From an optimization exercise on the open Yosys and OpenROAD flow, aimed at small area; shortcuts taken in it are not production practice.
Only simulation tests tie the RTL to the original design; equivalence was not proved.
Power is estimated from default activity; no workload was simulated.

--- flow/design.v ---
module  fifo16x8(
    output full,
    output empty,
    output reg [7:0] data,
    input [7:0] wr_data,
    input we,re,
    input reset,
    input clock
);
    reg [4:0] count;
    reg [3:0] wr_pntr;
    reg [3:0] rd_pntr;
    reg [7:0] mem[15:0];
    integer i;
    assign full = (count >= 5'b01111) ? 1'b1 : 1'b0;
    assign empty = (count == 5'b0) ? 1'b1 : 1'b0;
    always @(posedge clock)
    begin
        if (reset)
            count <= 5'b0;
        else if ((we && !full) && !(re && !empty))
            count <= count + 1;
        else if ((re && !empty) && !(we && !full))
            count <= count - 1;
    end
    always @(posedge clock)
    begin
        if (reset)
        begin
            wr_pntr <= 4'b0;
            for (i = 0; i < 16; i = i + 1)
                mem[i] <= 8'b0;
        end
        else if (we && !full)
        begin
            mem[wr_pntr] <= wr_data;
            wr_pntr <= wr_pntr + 1;
        end
    end
    always @(posedge clock)
    begin
        if (reset)
        begin
            rd_pntr <= 4'b0;
            data <= 8'd00;
        end
        else if (re && !empty)
        begin
            data <= mem[rd_pntr];
            rd_pntr <= rd_pntr + 1;
        end
    end
endmodule
--- flow/run.sh ---
#!/bin/bash
# synth_recipe.tcl (not shown) runs the flow's synth.tcl, then flattens the netlist and writes it again
# the make line also repeats each setting of config.mk as NAME=value (left out here)
make -C /OpenROAD-flow-scripts/flow DESIGN_CONFIG=/design/flow/config.mk WORK_HOME=/design/flow/orfs CLKGATE_MAP_FILE= SYNTH_SCRIPT=/design/flow/synth_recipe.tcl finish
--- flow/config.mk ---
export PLATFORM = sky130hd
export DESIGN_NAME = fifo16x8
export DESIGN_NICKNAME = fifo16x8
export VERILOG_FILES = /design/flow/design.v
export SDC_FILE = /design/flow/constraint.sdc
export NUM_CORES = 4
export LEC_CHECK = 0
export CAP_MARGIN = 20
export CORE_MARGIN = 2
export CORE_UTILIZATION = 40
export SLEW_MARGIN = 20
--- flow/constraint.sdc ---
create_clock -name core_clock -period 5.0 [get_ports {clock}]
set_input_delay 1.0000 -clock core_clock [delete_from_list [all_inputs] [get_ports {clock}]]
set_output_delay 1.0000 -clock core_clock [all_outputs]
set_load 0.01 [all_outputs]
==> results of run 1 <==
==> area by class of cell <==
type / instances / area, um2
Multi-Input combinational cell: 330 / 2540
Sequential cell: 149 / 4270
Inverter: 6 / 22.5
Antenna cell: 1 / 2.50
Fill cell: 1539 / 9180
Clock inverter: 11 / 73.8
Timing Repair Buffer: 27 / 255
Clock buffer: 21 / 492
Tap cell: 225 / 282
==> kinds of logic after synthesis <==
| kind of cell | share of synthesized area [%] |
|---|---|
| muxes | 10.4 |
| and+or+nand+nor | 18.0 |
| AOI/OAI and AO/OA | 5.20 |
| buffers and inverters | 2.11 |
| xor gates and xnor gates | 1.13 |
| DFF | 61.3 |
| adders and majority gates | 1.91 |
==> state kept, by name (all words and copies together), names as in the netlist <==
signal   flops
data         8
count        5
mem        128
rd_pntr      4
wr_pntr      4
==> worst max-delay path: cells and delay by family <==
family | cells | cell delay [ns]
AOI/OAI and AO/OA | 3 | 0.49
adders and majority gates | 2 | 0.49
buffers and inverters | 4 | 0.97
muxes | 2 | 0.55
==> per-layer routing <==
metal	share of wire, %	up-vias	global-route usage (%)
li1	-	1894	-
met1	45	1956	23.5
met2	49	91	29.2
met3	3.9	21	4.33
met4	2.0	0	6.13
met5	0	-	0
==> cell usage in the layout (no fill, tap or decap), types with 5 or more instances in the layout <==
master and n:
and2_1 128, edfxtp_1 128, nor2_1 44, mux2i_1 35, clkdlybuf4s50_1 21, dfxtp_1 20
clkbuf_16 18, or2_2 16, mux4_2 16, o22ai_1 16, ha_1 9, a22oi_1 8
a311oi_2 8, inv_1 6, xor2_1 6, buf_4 6, clkinv_2 5
==> where the power goes <==
part | total, mW | internal, mW | switching [mW] | leakage, nW
Clock | 1.20 | 0.702 | 0.497 | 0.276
Sequential | 1.53 | 1.45 | 0.0779 | 1.50
Combinational | 0.733 | 0.334 | 0.399 | 1.02
Total | 3.46 | 2.49 | 0.974 | 2.80
==> per-stage QoR <==
| step | power (mW) | setup WS, ns | cell area [um2] | cells |
|---|---|---|---|---|
| finish | 3.46 | 1.82 | 7940 | 770 |
| global route | 3.62 | 1.68 | 7930 | 769 |
| CTS | 3.49 | 1.82 | 7930 | 769 |
| detailed placement | 2.30 | 1.37 | 7370 | 737 |
| global placement | 2.28 | 1.36 | 7370 | 737 |
| floorplan | 2.06 | 1.99 | 6950 | 512 |
==> path summary, 6_finish.rpt <==
check,start,end,slack [ns],cells after the start
setup reg to reg,count[1]$_SDFFE_PP0P_,count[4]$_SDFFE_PP0P_,1.92,11
setup / recovery,re,count[4]$_SDFFE_PP0P_,1.82,11
hold reg to reg,wr_pntr[1]$_SDFFE_PP0P_,wr_pntr[1]$_SDFFE_PP0P_,0.51,2
hold / removal,wr_pntr[1]$_SDFFE_PP0P_,wr_pntr[1]$_SDFFE_PP0P_,0.51,2
==> impl_metrics.toml, run 1 <==
[worst_setup_path]
crit_required_ns = 5.31
max_stage_delay_ns = 0.50
worstSetupPathType = "primary input to flop"
arrival_ns = 3.49
slowest_stage = "clkdlybuf4s50_1"
crit_chain = "clkdlybuf4s50_1 > o21a_1 > buf_4 > inv_1 > ha_1 > inv_1 > ha_1 > a21o_1 > a21oi_1 > mux2i_1 > mux2_2"
crit_path_max_fanout = 19
start_kind = "primary input"
crit_path_end_kind = "flop"

[yosys]
syn-num-nets = 534
synth-seq-cells = 149
synth_edf_count = 128
async_reset_ff_share_pct = 0
synth.distinct_cells = 39
avgSynthCellArea_um2 = 13.6
synth.top_cell.area_share_pct = 55.3
ys.flop_type = "edfxtp_1"
syn_area_um2 = 6950
synth_common_cells = "and2_1, edfxtp_1, nor2_1"
synth_cells = 512
yosys.area.top_type = "edfxtp_1"
synth.area.top_cells = "edfxtp_1, and2_1, dfxtp_1"
yosysWarnings = 1
ys_seq_area_share_pct = 61.3

[timing]
period_share_pct = 63.6
finalCriticalPeriod_ns = 3.18
fmax_mhz = 315
finalHoldViolations = 0
relSlewSlack_pct = 41.2
skew_ns = 0.00695
worstMarginPinSlew_ns = 0.875
finalSetupViolCount = 0
grt_setup_unrepaired = "false"
slew_viol_final = 0
setup_tns_ns = 0
hold_ws_ns = 0.514

[route]
drtAntennaViolNets = 0
drtPass1Iterations = 4
wirelength_mm = 15.3
drtIter0Drc = 332
via_count = 3962
vias_per_cell = 5.15
drc = 0
wl_per_cell_um = 19.9

[cells_and_area]
layout.nets = 553
fin_util_pct = 46.4
syn_to_final_growth_pct = 14.1
drive_gt1_share_pct = 15.6

[clock_tree]
root_buffer = "clkbuf_16"
clkTransAtPathRegs_ns = 0.06
cts_setup_buffers = 0
cts.sinks = 149
cts_tree = "yes"
post_cts_resize_count = 0
clk_latency_ns = 0.42
h-tree-depth = 4
numCtsBuffers = 17
cts.path.max_buffers = 2
cts_hold_buf = 0

[floorplanning]
die_x_um = 136
initial_core_util_pct = 40.6
die_area_um2 = 18500
fp-row-count = 48
die_h_um = 136
core_region_area_um2 = 17100
num_io_pins = 22

[placement]
portBuffers = 21
gp_congestion = 0.801
dp_hpwl_mm = 10.2

[run]
cap_viol_max_count = 0

[status]
status = "complete, no violations"

[pwr]
p_leak_nw = 2.80
p_per_area_nw_per_um2 = 436
vdd_drop_max_v = 0.000265

[hold_path]
hold_class = "flop to flop"

[global_routing]
grt_pass1_wl_mm = 23.8
grtUsageTotal_pct = 17.9
antenna_found_initial = 0
grt_pass1_vias = 4113
overflow = 0
grt_max_degree = 51
==> run 2, diff against run 1 <==
==> flow/design.v (replaced) <==
module  fifo16x8(
    output reg full,
    output reg empty,
    output reg [7:0] data,
    input [7:0] wr_data,
    input we,re,
    input reset,
    input clock
);
    reg [3:0] wr_pntr;
    reg [3:0] rd_pntr;
    reg [7:0] mem[1:15];
    wire wr_ok = we & ~full;
    wire rd_ok = re & ~empty;
    wire [3:0] wr_next = {wr_pntr[2:0], wr_pntr[3] ^ wr_pntr[2]};
    wire [3:0] rd_next = {rd_pntr[2:0], rd_pntr[3] ^ rd_pntr[2]};
    always @(posedge clock)
        if (wr_ok)
            mem[wr_pntr] <= wr_data;
    always @(posedge clock)
    begin
        if (reset)
        begin
            wr_pntr <= 4'b0001;
            rd_pntr <= 4'b0001;
            data    <= 8'd0;
            full    <= 1'b0;
            empty   <= 1'b1;
        end
        else
        begin
            if (wr_ok)
                wr_pntr <= wr_next;
            if (rd_ok)
            begin
                data    <= mem[rd_pntr];
                rd_pntr <= rd_next;
            end
            if (wr_ok && !rd_ok)
            begin
                empty <= 1'b0;
                full  <= (wr_next == rd_pntr);
            end
            else if (rd_ok && !wr_ok)
            begin
                full  <= 1'b0;
                empty <= (rd_next == wr_pntr);
            end
        end
    end
endmodule
--- a/flow/config.mk
+++ b/flow/config.mk
@@ -8,4 +8,7 @@
 export CAP_MARGIN = 20
 export CORE_MARGIN = 2
 export CORE_UTILIZATION = 40
+export CTS_BUF_LIST = sky130_fd_sc_hd__clkbuf_4
+export CTS_CLUSTER_DIAMETER = 100
+export CTS_CLUSTER_SIZE = 30
 export SLEW_MARGIN = 20
==> run 2 against run 1 <==
Net effect:
- still clean
- fmax up 25%
- routed wire length down 27%
- sequential share of layout area up 9.7 points
- clock skew up 0.0060 ns
- worst hold slack worse by 0.048 ns
- largest cell class unchanged
==> impl_metrics.toml, run 2 <==
[status]
status = "complete, no violations"

[global_routing]
antenna_found_initial = 1
grt_pass1_vias = 2969
grt_pass1_wl_mm = 17.4
grtUsageTotal_pct = 16.9
overflow = 0
grt_max_degree = 40

[clock_tree]
post_cts_resize_count = 0
cts_tree = "yes"
clkTransAtPathRegs_ns = 0.11
numCtsBuffers = 17
h-tree-depth = 4
cts_hold_buf = 0
clk_latency_ns = 0.53
cts_setup_buffers = 0
cts.path.max_buffers = 2
cts.sinks = 138
root_buffer = "clkbuf_4"

[route]
drtAntennaViolNets = 0
wirelength_mm = 11.2
drc = 0
vias_per_cell = 5.32
via_count = 2913
drtPass1Iterations = 4
drtIter0Drc = 167
wl_per_cell_um = 20.4

[pwr]
p_total_mw = 2.33
p_clk_share_pct = 37.8
p_sw_mw = 0.495
p_per_area_nw_per_um2 = 373
vdd_drop_max_v = 0.000175
p_leak_nw = 2.15
sw_frac_of_total_pct = 21.2
pwr-share-comb_pct = 6.9
p_int_mw = 1.84
seqPwrFrac_pct = 55.3

[worst_setup_path]
worstSetupPathType = "primary input to flop"
reg2reg_to = "data[5]$_SDFFE_PP0P_"
max_stage_delay_ns = 0.81
arrival_ns = 2.69
crit_path_end_kind = "flop"
crit_path_max_fanout = 12
cp-startpoint = "we"
reg2reg_depth = 5
cp_top_family = "simple AND/OR/NAND/NOR gates"
crit_required_ns = 5.15
r2r-start = "rd_pntr[0]$_SDFFE_PP1P_"
slowest_stage = "nor3_1"
crit_chain = "clkdlybuf4s50_1 > nor2b_1 > buf_4 > nand2_1 > nor3_1"
ff2ff_setup_slack_ns = 2.65
start_kind = "primary input"
critPathBufInv = 2

[placement]
post_dp_cell_area_um2 = 5890
gp_congestion = 0.797
placedCellCount = 515
dp_hpwl_mm = 7.08
portBuffers = 21

[cells_and_area]
most-common-layout-cells = "edfxtp_1, nor2_1, mux2i_1"
drive_gt1_share_pct = 14.3
design_area_um2 = 6250
stdcell_count = 548
top_register = "mem"
fin_util_pct = 46.8
reg_top3 = "mem x120, data x8"
final_common_cell = "edfxtp_1"
layout.nets = 375
largest_register_ffs = 120
syn_to_final_growth_pct = 13.3

[yosys]
synth_cells = 332
syn-num-nets = 349
synth.area.top_cells = "edfxtp_1, dfxtp_1, mux4_1"
synth_edf_count = 120
synth.top_cell.area_share_pct = 65.3
syn_area_um2 = 5520
synth_common_cells = "edfxtp_1, nor2_1, mux2i_1"
yosysMostFrequentCell = "edfxtp_1"
yosys.area.top_type = "edfxtp_1"
ys.flop_type = "edfxtp_1"
avgSynthCellArea_um2 = 16.6
synth-seq-cells = 138
yosysWarnings = 1
async_reset_ff_share_pct = 0
synth.distinct_cells = 41
ys_seq_area_share_pct = 71.8

[timing]
setup_tns_ns = 0
finalSetupViolCount = 0
relSlewSlack_pct = 29.4
fmax_mhz = 394
period_share_pct = 50.8
finalHoldViolations = 0
worstMarginPinSlew_ns = 1.05
finalCriticalPeriod_ns = 2.54
skew_ns = 0.0130
slew_viol_final = 0
grt_setup_unrepaired = "false"

[hold_path]
min_to = "data[5]$_SDFFE_PP0P_"
whs_path_depth = 2
worstHoldStart = "data[5]$_SDFFE_PP0P_"
hold_class = "flop to flop"

[floorplanning]
initial_core_util_pct = 41.3
num_io_pins = 22
fp-row-count = 42
die_h_um = 121
core_region_area_um2 = 13300
die_x_um = 121
die_area_um2 = 14800

[run]
cap_viol_max_count = 0
## run 2: cell count changes after synthesis, moves of 7 or more
cell | before | now
edfxtp_1 | 128 | 120
or2_2 | 16 | 1
and2_1 | 128 | 1
mux4_2 | 16 | 8
mux4_1 | 0 | 9
nand2_1 | 3 | 14
nor3_1 | 2 | 12
nor2_1 | 44 | 34
a211oi_1 | 0 | 12
o22ai_1 | 16 | 2
a22oi_1 | 8 | 1
a311oi_2 | 8 | 0
mux2i_1 | 35 | 23
## run 2: worst max-delay path by stage
stage	end	slack [ns]	depth (start not counted)
after detailed placement	full$_SDFFE_PP0P_	1.91	8
after CTS	empty	2.45	1
final	mem[4][2]$_DFFE_PP_	2.46	5
after floorplan	mem[8][0]$_DFFE_PP_	2.37	4
after global routing	full$_SDFFE_PP0P_	2.26	8
after global placement	mem[4][2]$_DFFE_PP_	1.88	5
## run 2: stage by stage
step                      worst slack, ns  hold slack (ns)
after global placement               1.88            0.451
after floorplan                      2.37            0.481
after CTS                            2.45            0.472
final                                2.46            0.466
after global routing                 2.26            0.504
after detailed placement             1.91            0.456
## run 2: layer usage
layer | vias to the layer above | part of all wire [%] | global-route usage [%]
li1 | 1348 | - | -
met1 | 1460 | 44 | 22.8
met2 | 87 | 47 | 25.7
met3 | 18 | 7.1 | 5.03
met4 | 0 | 2.3 | 6.68
met5 | - | 0 | 0
## run 2: logic make-up (layout without fill, tap and decap cells)
| kind of cell | after synthesis | count (layout) | synth area share (%) |
|---|---|---|---|
| multiplexers | 45 | 45 | 12.7 |
| AND/OR/NAND/NOR | 75 | 75 | 6.12 |
| buffers and inverters | 27 | 66 | 2.45 |
| XOR/XNOR | 4 | 4 | 0.635 |
| flip-flops | 138 | 138 | 71.8 |
| other | 0 | 1 | 0 |
| adder cells (fa/ha/maj) | 5 | 5 | 1.13 |
| AO/OA/AOI/OAI | 38 | 38 | 5.10 |
## run 2: worst reg2reg max path: stages (launching register included)
cell and delay [ns]:
dfxtp_2 0.73, buf_4 0.53, mux4_2 0.59, a22oi_1 0.15, a31o_2 0.17, a21oi_1 0.05
## run 2: power by group through the flow
stage          sequential (mW)  clock, mW  combinational [mW]
2_1_floorplan             1.31          0               0.105
3_3_place_gp              1.32          0               0.162
3_5_place_dp              1.32          0               0.163
4_1_cts                   1.29      0.903               0.163
5_1_grt                   1.29      0.953               0.177
6_report                  1.29      0.883               0.161
## run 2: cell type report
type / instances / area, um2
repair buffers: 27 / 255
clock buffers: 18 / 135
inverters: 7 / 26.3
flip-flops and latches: 138 / 3970
diodes: 1 / 2.50
fillers: 1154 / 7100
clock inverters: 14 / 226
multi-input cells: 167 / 1420
well taps: 176 / 220
==> run 3, diff against run 2 <==
--- a/flow/config.mk
+++ b/flow/config.mk
@@ -8,7 +8,4 @@
 export CAP_MARGIN = 20
 export CORE_MARGIN = 2
 export CORE_UTILIZATION = 40
-export CTS_BUF_LIST = sky130_fd_sc_hd__clkbuf_4
-export CTS_CLUSTER_DIAMETER = 100
-export CTS_CLUSTER_SIZE = 30
 export SLEW_MARGIN = 20
==> run 3 against run 2 <==
Net effect:
- global-route usage hardly changed
- area after synthesis stayed put
- routed wire length is 0.16% lower
- sequential share of layout area is 2.8 points lower
- utilization is 2.2 points higher
- die area stayed put
- combinational power hardly changed
- clock-buffer cell count is 6 higher
- power is 19% higher
- cell count is 0.18% lower
- highest routed layer unchanged
- largest power group is now the clock network
- sequential power hardly changed
==> impl_metrics.toml, run 3 <==
[status]
status = "complete, no violations"

[yosys]
yosysWarnings = 1
ys_seq_area_share_pct = 71.8
synth.area.top_cells = "edfxtp_1, dfxtp_1, mux4_1"
avgSynthCellArea_um2 = 16.6
yosys.area.top_type = "edfxtp_1"
syn_area_um2 = 5520
syn-num-nets = 349
synth_edf_count = 120
synth_cells = 332
synth.distinct_cells = 41
async_reset_ff_share_pct = 0
yosysMostFrequentCell = "edfxtp_1"
synth-seq-cells = 138
ys.flop_type = "edfxtp_1"
synth_common_cells = "edfxtp_1, nor2_1, mux2i_1"
synth.top_cell.area_share_pct = 65.3

[timing]
skew_ns = 0.0122
setup_ws_ns = 2.33
grt_setup_unrepaired = "false"
slew_viol_final = 0
period_share_pct = 53.3
finalSetupViolCount = 0
fmax_mhz = 375
finalHoldViolations = 0
setup_tns_ns = 0
relSlewSlack_pct = 29.4
worstMarginPinSlew_ns = 1.05
finalCriticalPeriod_ns = 2.67

[cells_and_area]
top_register = "mem"
drive_gt1_share_pct = 14.6
syn_to_final_growth_pct = 18.5
num_antenna_cells = 0
reg_top3 = "mem x120, data x8"
most-common-layout-cells = "edfxtp_1, nor2_1, mux2i_1"
final_common_cell = "edfxtp_1"
largest_register_ffs = 120
nFillCells = 1117
design_area_um2 = 6540
layout.nets = 375
multi_input_area_um2 = 1420
regArea_um2 = 3970

[global_routing]
grt_pass1_wl_mm = 17.3
grtUsageTotal_pct = 16.8
grt_max_degree = 40
overflow = 0
grt_pass1_vias = 2997
antenna_found_initial = 0

[floorplanning]
core_region_area_um2 = 13300
die_h_um = 121
die_x_um = 121
die_area_um2 = 14800
fp-row-count = 42
num_io_pins = 22
initial_core_util_pct = 41.3

[clock_tree]
root_buffer = "clkbuf_16"
clkTransAtPathRegs_ns = 0.06
numCtsBuffers = 17
h-tree-depth = 4
cts.path.max_buffers = 2
cts_tree = "yes"
cts_hold_buf = 0
post_cts_resize_count = 0
clk_latency_ns = 0.42
cts.sinks = 138
cts_setup_buffers = 0

[route]
wl_per_cell_um = 20.4
drtAntennaViolNets = 0
drtPass1Iterations = 4
vias_per_cell = 5.33
via_count = 2915
drc = 0
drtIter0Drc = 218
wirelength_mm = 11.2

[worst_setup_path]
max_stage_delay_ns = 0.81
reg2reg_to = "data[5]$_SDFFE_PP0P_"
crit_chain = "clkdlybuf4s50_1 > nor2b_1 > buf_4 > nand2_1 > nor3_1"
ff2ff_setup_slack_ns = 2.66
crit_path_max_fanout = 12
critPathBufInv = 2
cp-startpoint = "we"
worstSetupPathType = "primary input to flop"
reg2reg_depth = 5
start_kind = "primary input"
r2r-start = "rd_pntr[0]$_SDFFE_PP1P_"
arrival_ns = 2.69
crit_required_ns = 5.03
crit_path_end_kind = "flop"
slowest_stage = "nor3_1"
cp_top_family = "simple AND/OR/NAND/NOR gates"

[hold_path]
whs_path_depth = 2
worstHoldStart = "data[5]$_SDFFE_PP0P_"
hold_class = "flop to flop"
min_to = "data[5]$_SDFFE_PP0P_"

[placement]
post_dp_cell_area_um2 = 5890
portBuffers = 21
dp_hpwl_mm = 7.08
gp_congestion = 0.797
dpl_worst_slack_ns = 1.91

[pwr]
sw_frac_of_total_pct = 20.1
vdd_drop_max_v = 0.000277
p_int_mw = 2.22
p_leak_nw = 2.28
p_per_area_nw_per_um2 = 425
p_clk_share_pct = 47.7
pwr-share-comb_pct = 5.8
p_sw_mw = 0.558
seqPwrFrac_pct = 46.5

[run]
cap_viol_max_count = 0
[run 3: through the flow]
stage	hold WS, ns	util (%)	cells	total power, mW
after detailed placement	0.456	44.1	515	1.48
after CTS	0.464	49.0	547	2.81
final	0.459	49.0	547	2.78
after floorplan	0.481	-	332	1.41
after global placement	0.451	44.1	515	1.48
after global routing	0.495	49.0	547	2.87
[run 3: cell type report]
class,count,area share (%)
multi-input combinational,167,21.7
tap,176,3.37
inverter,7,0.402
clock buffer,24,8.51
clock inverter,8,1.51
sequential,138,60.6
timing repair buffer,27,3.90
[run 3: how the worst max path moves through the flow]
stage	to	slack, ns	depth (start not counted)
after global placement	mem[4][2]$_DFFE_PP_	1.88	5
after detailed placement	full$_SDFFE_PP0P_	1.91	8
after global routing	full$_SDFFE_PP0P_	2.08	8
final	mem[4][3]$_DFFE_PP_	2.33	5
after CTS	mem[4][2]$_DFFE_PP_	2.34	5
after floorplan	mem[8][0]$_DFFE_PP_	2.37	4
[run 3: cell families after synthesis]
group / share of synthesized area, %
AOI/OAI and AO/OA: 5.10
xor gates and xnor gates: 0.635
adders and majority gates: 1.13
buffers and inverters: 2.45
DFF: 71.8
muxes: 12.7
and+or+nand+nor: 6.12
[run 3: worst min-delay path, stage by stage, from the launching register on]
cell     delay (ns)
dfxtp_1        0.31
nand2_1        0.05
a21oi_1        0.05
[run 3: power groups by stage]
stage	clock network, mW	registers (mW)	logic [mW]
after global placement	0	1.32	0.162
after floorplan	0	1.31	0.105
after global routing	1.40	1.29	0.177
after CTS	1.35	1.29	0.163
final	1.33	1.29	0.161
after detailed placement	0	1.32	0.163
[run 3: routing by layer]
layer / share of wire, % / global-route usage [%] / routed length, um / up-vias
li1: - / - / - / 1351
met4: 1.9 / 6.75 / 211 / 0
met2: 47 / 25.6 / 5240 / 71
met3: 5.8 / 5.26 / 646 / 13
met5: 0 / 0 / 0 / -
met1: 45 / 22.6 / 5050 / 1480
==> run 4, diff against run 3 <==
--- a/flow/config.mk
+++ b/flow/config.mk
@@ -8,4 +8,7 @@
 export CAP_MARGIN = 20
 export CORE_MARGIN = 2
 export CORE_UTILIZATION = 40
+export CTS_BUF_LIST = sky130_fd_sc_hd__clkbuf_8
+export CTS_CLUSTER_DIAMETER = 200
+export CTS_CLUSTER_SIZE = 50
 export SLEW_MARGIN = 20
==> run 4 against run 3 <==
Net effect:
- fmax rose by 1.5%
- still clean on timing, DRC and antenna
- highest routed layer unchanged
- clock power decreased by 19%
- die area did not move
- setup slack improved by 0.040 ns
- sequential share of layout area increased by 1.6 points
- design area is 2.6% lower
- synthesized cell count unchanged
- critical path depth stayed put
- worst hold slack gained 0.0023 ns
==> impl_metrics.toml, run 4 <==
[route]
drtAntennaViolNets = 0
drc = 0
wirelength_mm = 11.2
wl_per_cell_um = 20.6
vias_per_cell = 5.31
via_count = 2906
drtIter0Drc = 166
drtPass1Iterations = 5

[pwr]
p_per_area_nw_per_um2 = 397
p_leak_nw = 2.20
vdd_drop_max_v = 0.000172
p_total_mw = 2.53

[worst_setup_path]
start_kind = "primary input"
crit_path_end_kind = "flop"
crit_path_max_fanout = 12
worstSetupPathType = "primary input to flop"
arrival_ns = 2.69
slowest_stage = "nor3_1"
crit_required_ns = 5.07
cp_top_family = "simple AND/OR/NAND/NOR gates"
max_stage_delay_ns = 0.81
crit_chain = "clkdlybuf4s50_1 > nor2b_1 > buf_4 > nand2_1 > nor3_1"
critPathBufInv = 2

[cells_and_area]
final_common_cell = "edfxtp_1"
top_register = "mem"
syn_to_final_growth_pct = 15.4
num_antenna_cells = 0
largest_register_ffs = 120
layout.nets = 375
reg_top3 = "mem x120, data x8"
drive_gt1_share_pct = 14.6
most-common-layout-cells = "edfxtp_1, nor2_1, mux2i_1"

[status]
status = "complete, no violations"

[global_routing]
grt_pass1_vias = 2964
grt_max_degree = 40
antenna_found_initial = 0
overflow = 0
grtUsageTotal_pct = 17.0
grt_pass1_wl_mm = 17.5

[clock_tree]
cts_setup_buffers = 0
post_cts_resize_count = 0
root_buffer = "clkbuf_8"
clk_latency_ns = 0.45
cts.sinks = 138
cts.path.max_buffers = 2
cts_tree = "yes"
clkTransAtPathRegs_ns = 0.07
numCtsBuffers = 17
h-tree-depth = 4
cts_hold_buf = 0

[yosys]
ys.flop_type = "edfxtp_1"
yosysMostFrequentCell = "edfxtp_1"
synth_cells = 332
avgSynthCellArea_um2 = 16.6
synth.distinct_cells = 41
syn-num-nets = 349
synth-seq-cells = 138
synth.top_cell.area_share_pct = 65.3
yosys.area.top_type = "edfxtp_1"
ys_seq_area_share_pct = 71.8
syn_area_um2 = 5520
synth.area.top_cells = "edfxtp_1, dfxtp_1, mux4_1"
synth_edf_count = 120
synth_common_cells = "edfxtp_1, nor2_1, mux2i_1"
async_reset_ff_share_pct = 0
yosysWarnings = 1

[floorplanning]
core_region_area_um2 = 13300
die_x_um = 121
initial_core_util_pct = 41.3
num_io_pins = 22
die_h_um = 121
fp-row-count = 42
die_area_um2 = 14800

[timing]
setup_tns_ns = 0
skew_ns = 0.0103
slew_viol_final = 0
period_share_pct = 52.5
fmax_mhz = 381
hold_ws_ns = 0.461
relSlewSlack_pct = 29.6
finalHoldViolations = 0
finalSetupViolCount = 0
grt_setup_unrepaired = "false"
finalCriticalPeriod_ns = 2.62
worstMarginPinSlew_ns = 1.05

[placement]
gp_congestion = 0.797
portBuffers = 21
dp_hpwl_mm = 7.08

[hold_path]
hold_class = "flop to flop"

[run]
cap_viol_max_count = 0
## run 4: cell types whose count changed in the layout (fill, tap and decap cells not counted)
| cell | delta |
|---|---|
| clkbuf_16 | -21 |
| clkbuf_8 | +17 |
| bufinv_16 | +4 |
| clkbuf_1 | -1 |
| inv_1 | +1 |
## run 4: final cells by class
class                           count  area, um2
Fill cell                        1136       6980
Sequential cell                   138       3970
Inverter                            7       26.3
Multi-Input combinational cell    167       1420
Timing Repair Buffer               27        255
Clock buffer                       19        262
Tap cell                          176        220
Clock inverter                     13        223
## run 4: per-stage QoR
stage / cells / instance area (um2) / util (%) / setup slack [ns]
6_report: 547 / 6370 / 47.7 / 2.38
5_1_grt: 547 / 6370 / 47.7 / 2.13
4_1_cts: 547 / 6370 / 47.7 / 2.39
3_5_place_dp: 515 / 5890 / 44.1 / 1.91
3_3_place_gp: 515 / 5890 / 44.1 / 1.88
2_1_floorplan: 332 / 5520 / - / 2.37
## run 4: worst paths after layout
path	cells past startpoint	slack [ns]	to	from
worst min register to register	2	0.46	data[5]$_SDFFE_PP0P_	data[5]$_SDFFE_PP0P_
worst max register to register	5	2.66	data[5]$_SDFFE_PP0P_	rd_pntr[0]$_SDFFE_PP1P_
worst min-delay path	2	0.46	data[5]$_SDFFE_PP0P_	data[5]$_SDFFE_PP0P_
worst max-delay path	5	2.38	mem[4][2]$_DFFE_PP_	we
## run 4: report_power, final
group / internal, mW / leakage, nW / switching (mW)
Sequential: 1.27 / 1.23 / 0.0181
Combinational: 0.0696 / 0.732 / 0.0912
Clock: 0.666 / 0.243 / 0.412
Total: 2.01 / 2.20 / 0.522
## run 4: worst min-delay path, stage by stage (launching register included)
cell and delay (ns):
dfxtp_1 0.31, nand2_1 0.05, a21oi_1 0.05
## run 4: kinds of logic after synthesis
kind of cell / share of synthesized area [%]
adders and majority gates: 1.13
buffers and inverters: 2.45
AOI/OAI and AO/OA: 5.10
and+or+nand+nor: 6.12
xor gates and xnor gates: 0.635
muxes: 12.7
DFF: 71.8
## run 4: metal layers
layer	track usage, %	vias up	share of wire (%)
met5	0	-	0
met4	7.11	0	2.0
met3	5.03	16	7.1
met2	25.6	96	47
met1	23.1	1450	44
li1	-	1344	-
==> run 5, diff against run 4 <==
--- a/flow/design.v
+++ b/flow/design.v
@@ -10,20 +10,31 @@
     reg [3:0] wr_pntr;
     reg [3:0] rd_pntr;
     reg [7:0] mem[1:15];
+    integer i;
     wire wr_ok = we & ~full;
     wire rd_ok = re & ~empty;
     wire [3:0] wr_next = {wr_pntr[2:0], wr_pntr[3] ^ wr_pntr[2]};
     wire [3:0] rd_next = {rd_pntr[2:0], rd_pntr[3] ^ rd_pntr[2]};
+    reg [7:0] rd_word;
+    always @*
+    begin
+        rd_word = 8'd0;
+        for (i = 1; i < 16; i = i + 1)
+            rd_word = rd_word | (mem[i] & {8{rd_pntr == i && !reset}});
+    end
     always @(posedge clock)
-        if (wr_ok)
-            mem[wr_pntr] <= wr_data;
+        for (i = 1; i < 16; i = i + 1)
+            if (wr_ok && wr_pntr == i)
+                mem[i] <= wr_data;
+    always @(posedge clock)
+        if (reset || rd_ok)
+            data <= rd_word;
     always @(posedge clock)
     begin
         if (reset)
         begin
             wr_pntr <= 4'b0001;
             rd_pntr <= 4'b0001;
-            data    <= 8'd0;
             full    <= 1'b0;
             empty   <= 1'b1;
         end
@@ -32,10 +43,7 @@
             if (wr_ok)
                 wr_pntr <= wr_next;
             if (rd_ok)
-            begin
-                data    <= mem[rd_pntr];
                 rd_pntr <= rd_next;
-            end
             if (wr_ok && !rd_ok)
             begin
                 empty <= 1'b0;
--- a/flow/config.mk
+++ b/flow/config.mk
@@ -8,7 +8,4 @@
 export CAP_MARGIN = 20
 export CORE_MARGIN = 2
 export CORE_UTILIZATION = 40
-export CTS_BUF_LIST = sky130_fd_sc_hd__clkbuf_8
-export CTS_CLUSTER_DIAMETER = 200
-export CTS_CLUSTER_SIZE = 50
 export SLEW_MARGIN = 20
==> run 5 against run 4 <==
Net effect:
- critical path depth is the same
- clock skew decreased by 0.0066 ns
- fmax down 2.9%
- largest cell class unchanged
- die area increased by 2.3%
- register-to-register slack got worse by 0.20 ns
- still clean on timing, DRC and antenna
- clock power grew 19%
- sequential share of layout area is 0.55 points lower
- largest power group unchanged
- global-route usage up 0.17 points
- sequential cell count stayed put
- clock-buffer cell count shrank 2
- sequential power about the same
==> impl_metrics.toml, run 5 <==
[yosys]
synth_cells = 359
syn-num-nets = 380
yosysMostFrequentCell = "edfxtp_1"
syn_area_um2 = 5650
avgSynthCellArea_um2 = 15.7
synth.area.top_cells = "edfxtp_1, dfxtp_1, mux4_2"
synth_common_cells = "edfxtp_1, a21oi_1, nand2_1"
ys_seq_area_share_pct = 71.6
synth.distinct_cells = 48
yosys.area.top_type = "edfxtp_1"
yosysWarnings = 2
synth.top_cell.area_share_pct = 68.0
synth-seq-cells = 138
async_reset_ff_share_pct = 0
synth_edf_count = 128
ys.flop_type = "edfxtp_1"

[route]
wirelength_mm = 11.9
drc = 0
drtPass1Iterations = 5
vias_per_cell = 5.34
drtIter0Drc = 224
wl_per_cell_um = 20.7
drtAntennaViolNets = 0
via_count = 3057

[placement]
dp_hpwl_mm = 7.73
dpl_worst_slack_ns = 1.91
placedCellCount = 542
gp_congestion = 0.857
portBuffers = 21

[cells_and_area]
top_register = "mem"
reg_top3 = "mem x120, data x8"
syn_to_final_growth_pct = 16.0
stdcell_count = 572
largest_register_ffs = 120
most-common-layout-cells = "edfxtp_1, a21oi_1, clkdlybuf4s50_1"
final_common_cell = "edfxtp_1"
num_antenna_cells = 0
drive_gt1_share_pct = 11.7
layout.nets = 402

[floorplanning]
die_area_um2 = 15100
die_x_um = 123
core_region_area_um2 = 13800
initial_core_util_pct = 40.9
num_io_pins = 22
die_h_um = 123
fp-row-count = 43

[clock_tree]
numCtsBuffers = 17
h-tree-depth = 4
cts_tree = "yes"
post_cts_resize_count = 0
clk_latency_ns = 0.42
clkTransAtPathRegs_ns = 0.06
cts_setup_buffers = 0
cts_hold_buf = 0
root_buffer = "clkbuf_16"
cts.path.max_buffers = 2
cts.sinks = 138

[global_routing]
grtUsageTotal_pct = 17.2
overflow = 0
antenna_found_initial = 0
grt_pass1_vias = 3019
grt_max_degree = 37
grt_pass1_wl_mm = 18.1

[timing]
skew_ns = 0.00369
slew_viol_final = 0
grt_setup_unrepaired = "false"
period_share_pct = 54.1
relSlewSlack_pct = 30.8
setup_ws_ns = 2.30
fmax_mhz = 370
worstMarginPinSlew_ns = 1.04
finalHoldViolations = 0
setup_tns_ns = 0
finalSetupViolCount = 0
finalCriticalPeriod_ns = 2.70

[worst_setup_path]
ff2ff_setup_slack_ns = 2.46
start_kind = "primary input"
reg2reg_depth = 4
crit_path_end_kind = "flop"
reg2reg_to = "data[4]$_DFFE_PP_"
crit_required_ns = 5.25
arrival_ns = 2.95
worstSetupPathType = "primary input to flop"
crit_path_max_fanout = 19
r2r-start = "rd_pntr[0]$_SDFFE_PP1P_"

[status]
status = "complete, no violations"

[hold_path]
hold_class = "flop to flop"
worstHoldStart = "full$_SDFFE_PP0P_"
min_to = "full$_SDFFE_PP0P_"
whs_path_depth = 2

[pwr]
p_leak_nw = 2.17
p_per_area_nw_per_um2 = 417
p_total_mw = 2.74
vdd_drop_max_v = 0.000227

[run]
cap_viol_max_count = 0
[run 5: cell types whose count changed after synthesis, sizes merged, moves of 11 or more]
cell | before | now
a211oi | 12 | 1
and2 | 1 | 16
a21oi | 7 | 23
nor2 | 34 | 17
nand3 | 0 | 11
[run 5: cells by family (layout without fill, tap and decap cells)]
logic type                 after synthesis  after routing  share of synthesized area, %
and+or+nand+nor                         96             96                          9.30
AOI/OAI and AO/OA                       56             56                          6.62
adders and majority gates                9              9                          1.99
buffers and inverters                   30             63                          3.25
muxes                                   25             25                          6.51
DFF                                    138            138                          71.6
xor gates and xnor gates                 5              5                         0.775
[run 5: worst max-delay path, stage by stage]
cell             delay [ns]
clkdlybuf4s50_1        0.78
nor2b_1                0.68
a21oi_1                0.14
o2111a_1               0.26
o211ai_1               0.08
[run 5: final cells by class]
cell class | count | area (um2)
Clock buffer | 17 | 425
Timing Repair Buffer | 22 | 218
Tap cell | 180 | 225
Clock inverter | 13 | 179
Inverter | 11 | 41.3
Multi-Input combinational cell | 191 | 1420
Fill cell | 1181 | 7270
Sequential cell | 138 | 4050
[run 5: per-layer routing]
metal  share of wire, %  vias to the layer above  track usage (%)
li1                   -                     1429                -
met1                 47                     1519             24.3
met2                 46                       94             25.3
met3                4.9                       15             4.00
met4                1.7                        0             7.76
met5                  0                        -                0
[run 5: how the worst max path moves through the flow]
| stage | from | to |
|---|---|---|
| after detailed placement | reset | data[6]$_DFFE_PP_ |
| after global placement | reset | data[1]$_DFFE_PP_ |
| after global routing | reset | data[6]$_DFFE_PP_ |
| final | reset | data[6]$_DFFE_PP_ |
| after floorplan | we | empty$_SDFFE_PP1P_ |
| after CTS | reset | data[6]$_DFFE_PP_ |
[run 5: where the power goes]
group          switching [mW]  internal (mW)  leakage [nW]
Sequential             0.0243           1.29          1.25
Clock                   0.458          0.824         0.290
Combinational          0.0791         0.0654         0.636
[run 5: per-stage QoR]
stage | cell area, um2 | util (%) | hold WS, ns
2_1_floorplan | 5650 | - | 0.491
3_3_place_gp | 5950 | 43.1 | 0.473
3_5_place_dp | 5950 | 43.1 | 0.478
4_1_cts | 6560 | 47.4 | 0.488
5_1_grt | 6560 | 47.4 | 0.525
6_report | 6560 | 47.4 | 0.487
==> run 6, diff against run 5 <==
==> flow/design.v (replaced) <==
module  fifo16x8(
    output reg full,
    output reg empty,
    output reg [7:0] data,
    input [7:0] wr_data,
    input we,re,
    input reset,
    input clock
);
    reg [3:0] wr_pntr;
    reg [3:0] rd_pntr;
    reg [7:0] mem[1:15];
    wire wr_ok = we & ~full;
    wire rd_ok = re & ~empty;
    wire [3:0] wr_next = {wr_pntr[2:0], wr_pntr[3] ^ wr_pntr[2]};
    wire [3:0] rd_next = {rd_pntr[2:0], rd_pntr[3] ^ rd_pntr[2]};
    always @(posedge clock)
        if (wr_ok)
            mem[wr_pntr] <= wr_data;
    always @(posedge clock)
    begin
        if (reset)
        begin
            wr_pntr <= 4'b0001;
            rd_pntr <= 4'b0001;
            data    <= 8'd0;
            full    <= 1'b0;
            empty   <= 1'b1;
        end
        else
        begin
            if (wr_ok)
                wr_pntr <= wr_next;
            if (rd_ok)
            begin
                data    <= mem[rd_pntr];
                rd_pntr <= rd_next;
            end
            if (wr_ok && !rd_ok)
            begin
                empty <= 1'b0;
                full  <= (wr_next == rd_pntr);
            end
            else if (rd_ok && !wr_ok)
            begin
                full  <= 1'b0;
                empty <= (rd_next == wr_pntr);
            end
        end
    end
endmodule
==> flow/flow/run.sh (new file) <==
#!/bin/bash
# Standard ORFS layout with two changes: clock tree synthesis inserts no dummy
# loads and uses small clock buffers, and port buffers use the smallest buffer.
set -euo pipefail
export CTS_ARGS="-sink_clustering_enable -repair_clock_nets -dont_use_dummy_load -buf_list sky130_fd_sc_hd__clkbuf_8"
export BUFFER_PORTS_ARGS="-buffer_cell sky130_fd_sc_hd__buf_1"
bash standard.sh > standard.log 2>&1
==> flow/standard.sh (new file) <==
#!/bin/bash
# synth_recipe.tcl (not shown) runs the flow's synth.tcl, then flattens the netlist and writes it again
# the make line also repeats each setting of config.mk as NAME=value (left out here)
make -C /OpenROAD-flow-scripts/flow DESIGN_CONFIG=/design/flow/config.mk WORK_HOME=/design/flow/orfs CLKGATE_MAP_FILE= SYNTH_SCRIPT=/design/flow/synth_recipe.tcl "${@:-finish}"
removed: flow/run.sh
==> run 6 against run 5 <==
Net effect:
- clock skew is 0.030 ns higher
- largest power group unchanged
- setup slack better by 0.083 ns
- design area down 8.7%
- sequential power about the same
- critical path depth is the same
- cell count decreased by 7.3%
- first-iteration DRC count up 12%
- register-to-register slack worse by 0.08 ns
- via count is 7.7% lower
==> impl_metrics.toml, run 6 <==
[status]
status = "complete, no violations"

[timing]
fmax_mhz = 382
grt_setup_unrepaired = "false"
slew_viol_final = 0
finalHoldViolations = 0
relSlewSlack_pct = 35.6
worstMarginPinSlew_ns = 0.965
period_share_pct = 52.4
finalCriticalPeriod_ns = 2.62
skew_ns = 0.0336
finalSetupViolCount = 0
setup_tns_ns = 0

[floorplanning]
fp-row-count = 42
die_area_um2 = 14800
initial_core_util_pct = 41.3
die_x_um = 121
die_h_um = 121
num_io_pins = 22
core_region_area_um2 = 13300

[placement]
gp_congestion = 0.787
dp_hpwl_mm = 7.16
portBuffers = 21
placedCellCount = 513

[clock_tree]
cts_hold_buf = 0
cts.sinks = 138
cts.path.max_buffers = 2
post_cts_resize_count = 0
numCtsBuffers = 17
clk_latency_ns = 0.43
clkTransAtPathRegs_ns = 0.07
root_buffer = "clkbuf_8"
cts_tree = "yes"
h-tree-depth = 4
cts_setup_buffers = 0

[global_routing]
grt_pass1_vias = 2930
antenna_found_initial = 0
grtUsageTotal_pct = 16.2
grt_max_degree = 29
overflow = 0
grt_pass1_wl_mm = 16.7

[cells_and_area]
multi_input_area_um2 = 1440
drive_gt1_share_pct = 11.6
regArea_um2 = 3970
top_register = "mem"
nFillCells = 1173
reg_top3 = "mem x120, data x8"
final_common_cell = "edfxtp_1"
syn_to_final_growth_pct = 8.52
stdcell_count = 530
most-common-layout-cells = "edfxtp_1, nor2_1, mux2i_1"
num_antenna_cells = 0
largest_register_ffs = 120
layout.nets = 373

[yosys]
ys_seq_area_share_pct = 71.8
async_reset_ff_share_pct = 0
synth-seq-cells = 138
synth.distinct_cells = 41
syn_area_um2 = 5520
yosysMostFrequentCell = "edfxtp_1"
ys.flop_type = "edfxtp_1"
synth.area.top_cells = "edfxtp_1, dfxtp_1, mux4_1"
synth.top_cell.area_share_pct = 65.3
yosysWarnings = 1
synth_cells = 332
synth_common_cells = "edfxtp_1, nor2_1, mux2i_1"
yosys.area.top_type = "edfxtp_1"
syn-num-nets = 349
avgSynthCellArea_um2 = 16.6
synth_edf_count = 120

[worst_setup_path]
arrival_ns = 2.88
ff2ff_setup_slack_ns = 2.38
worstSetupPathType = "flop to flop"
crit_path_end_kind = "flop"
crit_path_max_fanout = 28
start_kind = "flop"
crit_required_ns = 5.26

[route]
met2_length_mm = 5.17
vias_per_cell = 5.32
drtIter0Drc = 251
drt-met1-wl_mm = 5.11
top_layer = "met4"
wirelength_mm = 11.0
route.met3.wl_um = 509
drtPass1Iterations = 4
drtAntennaViolNets = 0
wl_per_cell_um = 20.7
drc = 0
via_count = 2821

[run]
cap_viol_max_count = 0

[hold_path]
hold_class = "flop to flop"

[pwr]
p_leak_nw = 2.02
vdd_drop_max_v = 0.000170
p_per_area_nw_per_um2 = 347
## run 6: cell types whose count changed after synthesis, moves of 7 or more
cell | before | now
nor2_1 | 16 | 34
a21oi_1 | 23 | 7
and2_1 | 15 | 1
a211oi_1 | 1 | 12
nand3_1 | 11 | 0
clkbuf_1 | 3 | 11
dfxtp_1 | 10 | 18
edfxtp_1 | 128 | 120
mux2i_1 | 15 | 23
mux4_1 | 1 | 9
nor3_1 | 5 | 12
## run 6: metal layers
layer | vias up | track usage (%)
li1 | 1325 | -
met1 | 1410 | 21.8
met2 | 74 | 24.7
met3 | 12 | 4.46
met4 | 0 | 6.97
met5 | - | 0
## run 6: final timing paths
kind / end / start / cells past startpoint
setup / recovery: data[4]$_SDFFE_PP0P_ / rd_pntr[0]$_SDFFE_PP1P_ / 5
hold / removal: data[5]$_SDFFE_PP0P_ / data[5]$_SDFFE_PP0P_ / 2
setup reg to reg: data[4]$_SDFFE_PP0P_ / rd_pntr[0]$_SDFFE_PP1P_ / 5
hold reg to reg: data[5]$_SDFFE_PP0P_ / data[5]$_SDFFE_PP0P_ / 2
## run 6: through the flow
step                setup WS [ns]  power [mW]  area [um2]  utilization [%]  hold WS (ns)
floorplan                    2.37        1.41        5520                -         0.481
global placement             2.25        1.46        5740             43.0         0.448
detailed placement           2.18        1.46        5740             43.0         0.453
CTS                          2.35        2.10        5970             44.8         0.463
global route                 2.22        2.17        5990             44.9         0.501
finish                       2.38        2.08        5990             44.9         0.459
## run 6: critical path, cell delays in order (launching register included)
cell,delay [ns]
dfxtp_2,0.67
buf_4,0.53
mux4_1,0.62
mux2_2,0.30
a211oi_1,0.24
nor3_1,0.08
## run 6: area by class of cell
class / count / area share (%)
clock buffer: 17 / 3.91
inverter: 7 / 0.439
multi-input combinational: 167 / 24.0
sequential: 138 / 66.2
tap: 176 / 3.68
timing repair buffer: 25 / 1.82
## run 6: cell families after synthesis
logic type	Yosys count	share of synthesized area, %
buffers and inverters	27	2.45
AO/OA/AOI/OAI	38	5.10
multiplexers	45	12.7
flip-flops	138	71.8
AND/OR/NAND/NOR	75	6.12
XOR/XNOR	4	0.635
adder cells (fa/ha/maj)	5	1.13
## run 6: power by group
| part | internal [mW] | total (mW) | switching, mW |
|---|---|---|---|
| Combinational | 0.0567 | 0.144 | 0.0873 |
| Sequential | 1.27 | 1.30 | 0.0234 |
| Clock | 0.299 | 0.639 | 0.340 |
| Total | 1.63 | 2.08 | 0.451 |
==> run 7, diff against run 6 <==
==> flow/design.v (replaced) <==
module  fifo16x8(
    output full,
    output empty,
    output reg [7:0] data,
    input [7:0] wr_data,
    input we,re,
    input reset,
    input clock
);
    reg [3:0] wr_pntr;
    reg [3:0] rd_pntr;
    reg       last_up;
    reg [7:0] mem[1:15];
    integer i;
    wire same = (wr_pntr == rd_pntr);
    assign full  = same & last_up;
    assign empty = same & ~last_up;
    wire wr_ok = we & ~full;
    wire rd_ok = re & ~empty;
    wire [3:0] wr_next = {wr_pntr[2:0], wr_pntr[3] ^ wr_pntr[2]};
    wire [3:0] rd_next = {rd_pntr[2:0], rd_pntr[3] ^ rd_pntr[2]};
    wire [15:1] wr_sel, rd_sel;
    fifo_dec15 u_wr_dec (.a(wr_pntr), .en(wr_ok),  .y(wr_sel));
    fifo_dec15 u_rd_dec (.a(rd_pntr), .en(~reset), .y(rd_sel));
    wire [119:0] words;
    genvar g;
    generate
        for (g = 1; g < 16; g = g + 1) begin : w
            assign words[8*g-1 -: 8] = mem[g];
        end
    endgenerate
    wire [7:0] rd_word;
    fifo_rdmux u_rdmux (.words(words), .sel(rd_sel), .y(rd_word));
    always @(posedge clock)
        for (i = 1; i < 16; i = i + 1)
            if (wr_sel[i])
                mem[i] <= wr_data;
    always @(posedge clock)
        if (reset || rd_ok)
            data <= rd_word;
    always @(posedge clock)
    begin
        if (reset)
        begin
            wr_pntr <= 4'b0001;
            rd_pntr <= 4'b0001;
            last_up <= 1'b0;
        end
        else
        begin
            if (wr_ok)
                wr_pntr <= wr_next;
            if (rd_ok)
                rd_pntr <= rd_next;
            if (wr_ok != rd_ok)
                last_up <= wr_ok;
        end
    end
endmodule
module fifo_dec15(
    input [3:0] a,
    input en,
    output [15:1] y
);
    wire [3:0] lo = {a[1] & a[0], a[1] & ~a[0], ~a[1] & a[0], ~a[1] & ~a[0]};
    wire [3:0] hi = {a[3] & a[2], a[3] & ~a[2], ~a[3] & a[2], ~a[3] & ~a[2]} & {4{en}};
    genvar k;
    generate
        for (k = 1; k < 16; k = k + 1) begin : d
            assign y[k] = hi[k / 4] & lo[k % 4];
        end
    endgenerate
endmodule
module fifo_rdmux(
    input [119:0] words,
    input [15:1] sel,
    output [7:0] y
);
    genvar b;
    generate
        for (b = 0; b < 8; b = b + 1) begin : bt
            wire [14:0] col;
            genvar k;
            for (k = 1; k < 16; k = k + 1) begin : e
                assign col[k-1] = words[8*(k-1) + b];
            end
            fifo_or15 u_or (.d(col), .s(sel), .y(y[b]));
        end
    endgenerate
endmodule
module fifo_or15(
    input [14:0] d,
    input [14:0] s,
    output y
);
    assign y = |(d & s);
endmodule
--- a/flow/config.mk
+++ b/flow/config.mk
@@ -9,3 +9,5 @@
 export CORE_MARGIN = 2
 export CORE_UTILIZATION = 40
 export SLEW_MARGIN = 20
+export SYNTH_HIERARCHICAL = 1
+export SYNTH_MINIMUM_KEEP_SIZE = 0
==> run 7 against run 6 <==
Net effect:
- global-route usage is 0.98 points higher
- synthesized cell count is 2.7% lower
- routed wire length is 2.6% higher
- first-iteration DRC count is 14% higher
- die area is 5.3% lower
- still clean on timing, DRC and antenna
- clock-buffer cell count stayed put
- worst hold slack better by 0.10 ns
- register-to-register slack worse by 0.32 ns
==> impl_metrics.toml, run 7 <==
[cells_and_area]
reg_top3 = "mem x120, data x8"
most-common-layout-cells = "edfxtp_1, nor2_1, a22oi_1"
drive_gt1_share_pct = 6.20
fin_util_pct = 45.2
syn_to_final_growth_pct = 9.69
layout.nets = 369
num_antenna_cells = 0
top_register = "mem"
largest_register_ffs = 120
final_common_cell = "edfxtp_1"
stdcell_count = 527
design_area_um2 = 5720

[route]
wirelength_mm = 11.3
wl_per_cell_um = 21.4
drtAntennaViolNets = 0
via_count = 2989
drtPass1Iterations = 7
vias_per_cell = 5.67
drc = 0
drtIter0Drc = 287

[yosys]
yosysWarnings = 8
synth_cells = 323
yosys.area.top_type = "edfxtp_1"
ys_seq_area_share_pct = 77.1
synth.distinct_cells = 29
syn_area_um2 = 5220
synth_edf_count = 128
synth-seq-cells = 137
async_reset_ff_share_pct = 0
synth.top_cell.area_share_pct = 73.7
avgSynthCellArea_um2 = 16.2
synth.area.top_cells = "edfxtp_1, a22oi_1, dfxtp_1"
ys.flop_type = "edfxtp_1"
synth_common_cells = "edfxtp_1, a22oi_1, nor2_1"
yosysMostFrequentCell = "edfxtp_1"
syn-num-nets = 335

[worst_setup_path]
worstSetupPathType = "flop to flop"
reg2reg_depth = 7
crit_path_end_kind = "flop"
start_kind = "flop"
r2r-start = "wr_pntr[2]$_SDFFE_PP0P_"
crit_required_ns = 5.03
crit_path_max_fanout = 20
arrival_ns = 2.97
ff2ff_setup_slack_ns = 2.06
reg2reg_to = "mem[8][4]$_DFFE_PP_"

[global_routing]
grtUsageTotal_pct = 17.1
grt_pass1_vias = 2978
grt_pass1_wl_mm = 17.3
overflow = 0
antenna_found_initial = 0
grt_max_degree = 21

[timing]
skew_ns = 0.0277
finalCriticalPeriod_ns = 2.94
fmax_mhz = 340
setup_tns_ns = 0
grt_setup_unrepaired = "false"
finalSetupViolCount = 0
setup_ws_ns = 2.06
finalHoldViolations = 0
period_share_pct = 58.9
slew_viol_final = 0
relSlewSlack_pct = 28.2
worstMarginPinSlew_ns = 1.07
hold_ws_ns = 0.560

[clock_tree]
root_buffer = "clkbuf_8"
clkTransAtPathRegs_ns = 0.06
h-tree-depth = 4
post_cts_resize_count = 0
cts_tree = "yes"
numCtsBuffers = 17
cts.sinks = 137
clk_latency_ns = 0.43
cts.path.max_buffers = 2
cts_setup_buffers = 0
cts_hold_buf = 0

[placement]
portBuffers = 21
dp_hpwl_mm = 7.37
dpl_worst_slack_ns = 1.78
post_dp_cell_area_um2 = 5480
placedCellCount = 510
gp_congestion = 0.785

[status]
status = "complete, no violations"

[floorplanning]
die_area_um2 = 14000
core_region_area_um2 = 12700
num_io_pins = 22
initial_core_util_pct = 41.2
die_h_um = 118
fp-row-count = 41
die_x_um = 118

[run]
cap_viol_max_count = 0

[pwr]
p_total_mw = 2.58
p_per_area_nw_per_um2 = 451
p_leak_nw = 1.67
vdd_drop_max_v = 0.000187

[hold_path]
worstHoldStart = "mem[14][7]$_DFFE_PP_"
min_to = "data[7]$_DFFE_PP_"
whs_path_depth = 2
hold_class = "flop to flop"
==> run 7: cell types whose count changed after synthesis, moves of 7 or more <==
cell / before / now
and3_1: 1 / 8
a222oi_1: 1 / 8
a22oi_1: 1 / 32
a211oi_1: 12 / 0
nand3_1: 0 / 8
mux4_2: 8 / 0
a221oi_1: 0 / 8
mux4_1: 9 / 0
clkbuf_1: 11 / 4
edfxtp_1: 120 / 128
dfxtp_1: 18 / 9
a31oi_1: 0 / 8
mux2i_1: 23 / 0
nand4_1: 0 / 9
==> run 7: modules after synthesis (local to each module, per instance), excerpt <==
module      flip-flops and latches  copies in the design
fifo_or15                        0                     8
fifo16x8                       137                     1
fifo_dec15                       0                     2
==> run 7: logic make-up (layout without fill, tap and decap cells) <==
family / after synthesis / after routing / share of synthesized area [%]
compound gates: 75 / 75 / 11.5
xor+xnor: 6 / 6 / 1.01
buf+inv: 9 / 41 / 1.01
flops: 137 / 137 / 77.1
mux: 1 / 1 / 0.216
simple gates: 95 / 95 / 9.18
==> run 7: layer usage <==
layer | track usage, % | part of all wire [%] | vias to the layer above
met4 | 6.02 | 1.1 | 0
met1 | 20.9 | 43 | 1488
met2 | 28.8 | 50 | 103
li1 | - | - | 1388
met5 | 0 | 0 | -
met3 | 5.26 | 5.8 | 10
==> run 7: critical path, cell delays in order (launching register included) <==
cell	delay, ns
dfxtp_1	0.63
xnor2_1	0.12
nand4_1	0.10
buf_4	0.23
nor2_1	0.09
nor2b_1	0.23
or3b_1	0.41
nor2_1	0.73
==> run 7: worst max path at each step <==
| stage | from | cells after the start | to |
|---|---|---|---|
| floorplan | we | 4 | mem[12][0]$_DFFE_PP_ |
| global placement | we | 4 | mem[3][3]$_DFFE_PP_ |
| detailed placement | we | 4 | mem[1][1]$_DFFE_PP_ |
| CTS | rd_pntr[2]$_SDFFE_PP0P_ | 7 | mem[1][1]$_DFFE_PP_ |
| global route | rd_pntr[2]$_SDFFE_PP0P_ | 7 | mem[8][4]$_DFFE_PP_ |
| finish | wr_pntr[2]$_SDFFE_PP0P_ | 7 | mem[8][4]$_DFFE_PP_ |
==> run 7: where the power goes <==
group | switching [mW] | internal (mW)
Combinational | 0.288 | 0.161
Sequential | 0.103 | 1.40
Clock | 0.332 | 0.298
==> run 7: layout make-up <==
cell class / instances / area, um2
clock buffers: 17 / 234
fillers: 1105 / 6950
inverters: 2 / 7.51
multi-input cells: 177 / 1160
flip-flops and latches: 137 / 4020
well taps: 172 / 215
repair buffers: 22 / 86.3
==> run 8, diff against run 7 <==
==> flow/design.v (replaced) <==
module  fifo16x8(
    output full,
    output empty,
    output reg [7:0] data,
    input [7:0] wr_data,
    input we,re,
    input reset,
    input clock
);
    reg [3:0] wr_pntr;
    reg [3:0] rd_pntr;
    reg       last_up;
    reg [7:0] mem[1:15];
    integer i;
    wire wr_ok, rd_ok, data_en, last_up_d;
    fifo_flags u_flags (.wr_pntr(wr_pntr), .rd_pntr(rd_pntr), .last_up(last_up),
                        .we(we), .re(re), .reset(reset),
                        .full(full), .empty(empty), .wr_ok(wr_ok), .rd_ok(rd_ok),
                        .data_en(data_en), .last_up_d(last_up_d));
    wire [3:0] wr_d, rd_d;
    fifo_lfsr u_wr_step (.q(wr_pntr), .en(wr_ok), .reset(reset), .d(wr_d));
    fifo_lfsr u_rd_step (.q(rd_pntr), .en(rd_ok), .reset(reset), .d(rd_d));
    wire [15:1] wr_sel, rd_sel;
    fifo_dec15 u_wr_dec (.a(wr_pntr), .en(wr_ok), .y(wr_sel));
    fifo_dec15n u_rd_dec (.a(rd_pntr), .en_n(reset), .y(rd_sel));
    wire [119:0] words;
    genvar g;
    generate
        for (g = 1; g < 16; g = g + 1) begin : w
            assign words[8*g-1 -: 8] = mem[g];
        end
    endgenerate
    wire [7:0] rd_word;
    fifo_rdmux u_rdmux (.words(words), .sel(rd_sel), .y(rd_word));
    always @(posedge clock)
        for (i = 1; i < 16; i = i + 1)
            if (wr_sel[i])
                mem[i] <= wr_data;
    always @(posedge clock)
        if (data_en)
            data <= rd_word;
    always @(posedge clock)
    begin
        wr_pntr <= wr_d;
        rd_pntr <= rd_d;
        last_up <= last_up_d;
    end
endmodule
module fifo_flags(
    input [3:0] wr_pntr,
    input [3:0] rd_pntr,
    input last_up,
    input we, re, reset,
    output full, empty, wr_ok, rd_ok, data_en, last_up_d
);
    wire same = (wr_pntr == rd_pntr);
    assign full  = same & last_up;
    assign empty = same & ~last_up;
    assign wr_ok = we & ~full;
    assign rd_ok = re & ~empty;
    assign data_en = reset | rd_ok;
    assign last_up_d = ~reset & ((wr_ok & ~rd_ok) | (last_up & ~(rd_ok & ~wr_ok)));
endmodule
module fifo_lfsr(
    input [3:0] q,
    input en, reset,
    output [3:0] d
);
    wire [3:0] step = {q[2:0], q[3] ^ q[2]};
    wire [3:0] held = en ? step : q;
    assign d = reset ? 4'b0001 : held;
endmodule
module fifo_dec15(
    input [3:0] a,
    input en,
    output [15:1] y
);
    wire [3:0] lo = {a[1] & a[0], a[1] & ~a[0], ~a[1] & a[0], ~a[1] & ~a[0]};
    wire [3:0] hi = {a[3] & a[2], a[3] & ~a[2], ~a[3] & a[2], ~a[3] & ~a[2]} & {4{en}};
    genvar k;
    generate
        for (k = 1; k < 16; k = k + 1) begin : d
            assign y[k] = hi[k / 4] & lo[k % 4];
        end
    endgenerate
endmodule
module fifo_dec15n(
    input [3:0] a,
    input en_n,
    output [15:1] y
);
    wire [3:0] lo = {a[1] & a[0], a[1] & ~a[0], ~a[1] & a[0], ~a[1] & ~a[0]};
    wire [3:0] hi = {a[3] & a[2], a[3] & ~a[2], ~a[3] & a[2], ~a[3] & ~a[2]} & {4{~en_n}};
    genvar k;
    generate
        for (k = 1; k < 16; k = k + 1) begin : d
            assign y[k] = hi[k / 4] & lo[k % 4];
        end
    endgenerate
endmodule
module fifo_rdmux(
    input [119:0] words,
    input [15:1] sel,
    output [7:0] y
);
    genvar b;
    generate
        for (b = 0; b < 8; b = b + 1) begin : bt
            wire [14:0] col;
            genvar k;
            for (k = 1; k < 16; k = k + 1) begin : e
                assign col[k-1] = words[8*(k-1) + b];
            end
            fifo_or15 u_or (.d(col), .s(sel), .y(y[b]));
        end
    endgenerate
endmodule
module fifo_or15(
    input [14:0] d,
    input [14:0] s,
    output y
);
    wire [4:0] n;
    genvar k;
    generate
        for (k = 0; k < 5; k = k + 1) begin : grp
            fifo_aoi222 u_g (.a1(d[3*k]), .a2(s[3*k]), .b1(d[3*k+1]), .b2(s[3*k+1]),
                             .c1(d[3*k+2]), .c2(s[3*k+2]), .y(n[k]));
        end
    endgenerate
    wire n012;
    fifo_and3 u_a (.a(n[0]), .b(n[1]), .c(n[2]), .y(n012));
    fifo_nand3 u_n (.a(n012), .b(n[3]), .c(n[4]), .y(y));
endmodule
module fifo_aoi222(input a1, a2, b1, b2, c1, c2, output y);
    assign y = ~((a1 & a2) | (b1 & b2) | (c1 & c2));
endmodule
module fifo_and3(input a, b, c, output y);
    assign y = a & b & c;
endmodule
module fifo_nand3(input a, b, c, output y);
    assign y = ~(a & b & c);
endmodule
==> run 8 against run 7 <==
Net effect:
- via count shrank 10%
- first-iteration DRC count grew 74%
- largest power group unchanged
- utilization is 0.31 points higher
- still clean
- routed wire length shrank 9.5%
==> impl_metrics.toml, run 8 <==
[route]
drtPass1Iterations = 8
drtIter0Drc = 499
wl_per_cell_um = 21.3
vias_per_cell = 5.58
via_count = 2676
wirelength_mm = 10.2
drtAntennaViolNets = 0
drc = 0

[yosys]
synth_mux_area_share_pct = 1.20
ys_seq_area_share_pct = 80.6
yosysMostFrequentCell = "edfxtp_1"
synth.top_cell.area_share_pct = 77.0
syn_area_um2 = 4990
synth_top_family_by_area = "compound AO/OA/AOI/OAI gates"
avgSynthCellArea_um2 = 18.2
yosysWarnings = 8
synth.area.top_cells = "edfxtp_1, a222oi_1, dfxtp_1"
synth_fa_ha_area_share_pct = 0
yosys.area.top_type = "edfxtp_1"
syn-num-nets = 286
ys.flop_type = "edfxtp_1"
synth_cells = 274
synth.distinct_cells = 24
yosys.area_share.simple_pct = 7.92
synth_common_cells = "edfxtp_1, a222oi_1, nor2_1"
synth-seq-cells = 137
synth_edf_count = 128
synth_compound_area_share_pct = 8.65
synth_xor_area_share_pct = 1.05
async_reset_ff_share_pct = 0

[worst_setup_path]
crit_path_max_fanout = 10
slowest_stage = "nor3_1"
max_stage_delay_ns = 0.89
start_kind = "flop"
crit_path_end_kind = "flop"
crit_required_ns = 5.02
cp_top_family = "simple AND/OR/NAND/NOR gates"
critPathBufInv = 0
worstSetupPathType = "flop to flop"
arrival_ns = 3.17
crit_chain = "xor2_1 > nor4_4 > and2_1 > nor2b_1 > nand3b_1 > nor3_1"

[cells_and_area]
reg_top3 = "mem x120, data x8"
syn_to_final_growth_pct = 10.4
final_common_cell = "edfxtp_1"
largest_register_ffs = 120
layout.nets = 326
num_antenna_cells = 0
top_register = "mem"
drive_gt1_share_pct = 6.41
most-common-layout-cells = "edfxtp_1, a222oi_1, nor2_1"
fin_util_pct = 45.5
nFillCells = 1064

[floorplanning]
initial_core_util_pct = 41.2
core_region_area_um2 = 12100
fp-row-count = 40
die_area_um2 = 13400
num_io_pins = 22
die_h_um = 116
die_x_um = 116

[clock_tree]
clk_latency_ns = 0.43
cts_tree = "yes"
cts.sinks = 137
post_cts_resize_count = 0
cts.path.max_buffers = 2
numCtsBuffers = 17
cts_hold_buf = 0
root_buffer = "clkbuf_8"
clkTransAtPathRegs_ns = 0.06
cts_setup_buffers = 0
h-tree-depth = 4

[placement]
dp_hpwl_mm = 6.70
dpl_worst_slack_ns = 1.73
portBuffers = 21
gp_congestion = 0.787

[timing]
relSlewSlack_pct = 27.0
finalCriticalPeriod_ns = 3.16
skew_ns = 0.0265
setup_ws_ns = 1.84
setup_tns_ns = 0
slew_viol_final = 0
worstMarginPinSlew_ns = 1.09
fmax_mhz = 317
period_share_pct = 63.1
finalSetupViolCount = 0
finalHoldViolations = 0
grt_setup_unrepaired = "false"

[global_routing]
grt_pass1_wl_mm = 15.6
grtUsageTotal_pct = 16.5
grt_max_degree = 17
grt_pass1_vias = 2659
overflow = 0
antenna_found_initial = 0

[run]
cap_viol_max_count = 0

[pwr]
vdd_drop_max_v = 0.000130
p_leak_nw = 1.69
p_total_mw = 2.17
p_per_area_nw_per_um2 = 394

[hold_path]
hold_class = "flop to flop"

[status]
status = "complete, no violations"
run 8: worst paths after layout:
| path | from | endpoint | slack [ns] | cells past startpoint |
|---|---|---|---|---|
| max | wr_pntr[2]$_DFF_P_ | mem[2][3]$_DFFE_PP_ | 1.84 | 6 |
| min | last_up$_DFF_P_ | last_up$_DFF_P_ | 0.54 | 2 |
| max reg2reg | wr_pntr[2]$_DFF_P_ | mem[2][3]$_DFFE_PP_ | 1.84 | 6 |
| min reg2reg | last_up$_DFF_P_ | last_up$_DFF_P_ | 0.54 | 2 |
run 8: stage by stage:
stage	hold slack, ns	area, um2	std cells
2_1_floorplan	0.484	4990	274
3_3_place_gp	0.505	5260	461
3_5_place_dp	0.533	5260	461
4_1_cts	0.541	5500	478
5_1_grt	0.581	5510	480
6_report	0.541	5510	480
run 8: report_power, final:
| part | total [mW] | leakage (nW) | switching (mW) | internal, mW |
|---|---|---|---|---|
| Combinational | 0.202 | 0.324 | 0.126 | 0.0762 |
| Sequential | 1.34 | 1.24 | 0.0307 | 1.31 |
| Clock | 0.626 | 0.122 | 0.327 | 0.298 |
| Total | 2.17 | 1.69 | 0.484 | 1.69 |
run 8: kinds of logic after synthesis:
kind of cell	Yosys count
AO/OA/AOI/OAI	45
XOR/XNOR	6
buffers and inverters	5
flip-flops	137
multiplexers	6
AND/OR/NAND/NOR	75
run 8: per-module statistics from Yosys (local to each module, per instance), excerpt:
module | times used | cells inside | flip-flops and latches | cell area [um2]
fifo_aoi222 | 40 | 1 | 0 | 10.0
fifo_dec15n | 1 | 22 | 0 | 108
fifo_dec15 | 1 | 22 | 0 | 105
fifo16x8 | 1 | 137 | 137 | 4020
fifo_flags | 1 | 15 | 0 | 118
fifo_nand3 | 8 | 1 | 0 | 5.00
fifo_lfsr | 2 | 11 | 0 | 72.6
fifo_and3 | 8 | 1 | 0 | 6.26
run 8: layer usage:
| layer | track usage [%] | share of wire [%] |
|---|---|---|
| met1 | 22.4 | 44 |
| met2 | 25.3 | 48 |
| met3 | 4.97 | 7.2 |
| met4 | 5.95 | 1.7 |
| met5 | 0 | 0 |
run 8: layout make-up:
type / instances / area [um2] / area share [%]
timing repair buffer: 23 / 88.8 / 1.61
inverter: 3 / 11.3 / 0.204
multi-input combinational: 132 / 940 / 17.1
sequential: 137 / 4020 / 73.1
tap: 168 / 210 / 3.82
clock buffer: 17 / 234 / 4.25
run 8: worst reg2reg max path, delay by kind of cell, from the launching register on:
kind | cells | cell delay, ns
flops | 1 | 0.56
simple gates | 5 | 1.94
xor+xnor | 1 | 0.27

## re-timing with driven ports
No port has a modelled driver above. Below, the same layouts with a new extraction and two added sets of constraints.
Step 1, drivers: a clkbuf_16 drives clock and a buf_2 each remaining input, both assumed.
Step 2 moves the port delays by t, midway between the first and last clock arrival at a register: inputs arrive t later, outputs are due t later. That takes back most of the time a late clock gives input paths.
Three values: ideal ports, drivers, drivers and shift; two values: the first two.
run | t (ns) | setup WS [ns] | latest minus earliest clock arrival (ns) | cell pins on the clock port's net
run 1 | 0.455 | 1.822 / 1.823 / 1.368 | 0.008 / 0.007 | 1
run 2 | 0.562 | 2.460 / 2.468 / 1.906 | 0.017 / 0.017 | 1
run 3 | 0.453 | 2.335 / 2.351 / 1.898 | 0.013 / 0.013 | 1
run 4 | 0.480 | 2.375 / 2.384 / 1.903 | 0.011 / 0.011 | 1
run 5 | 0.454 | 2.297 / 2.311 / 1.857 | 0.006 / 0.006 | 1
run 6 | 0.453 | 2.380 / 2.380 / 2.261 | 0.033 / 0.034 | 1
run 7 | 0.450 | 2.057 / 2.057 / 1.776 | 0.027 / 0.028 | 1
run 8 | 0.449 | 1.845 / 1.845 / 1.719 | 0.027 / 0.027 | 1
After both steps every run listed still meets setup and hold. The setup slack of run 2, which loses most, moves by +0.008 ns with the drivers and by -0.554 ns with both steps.
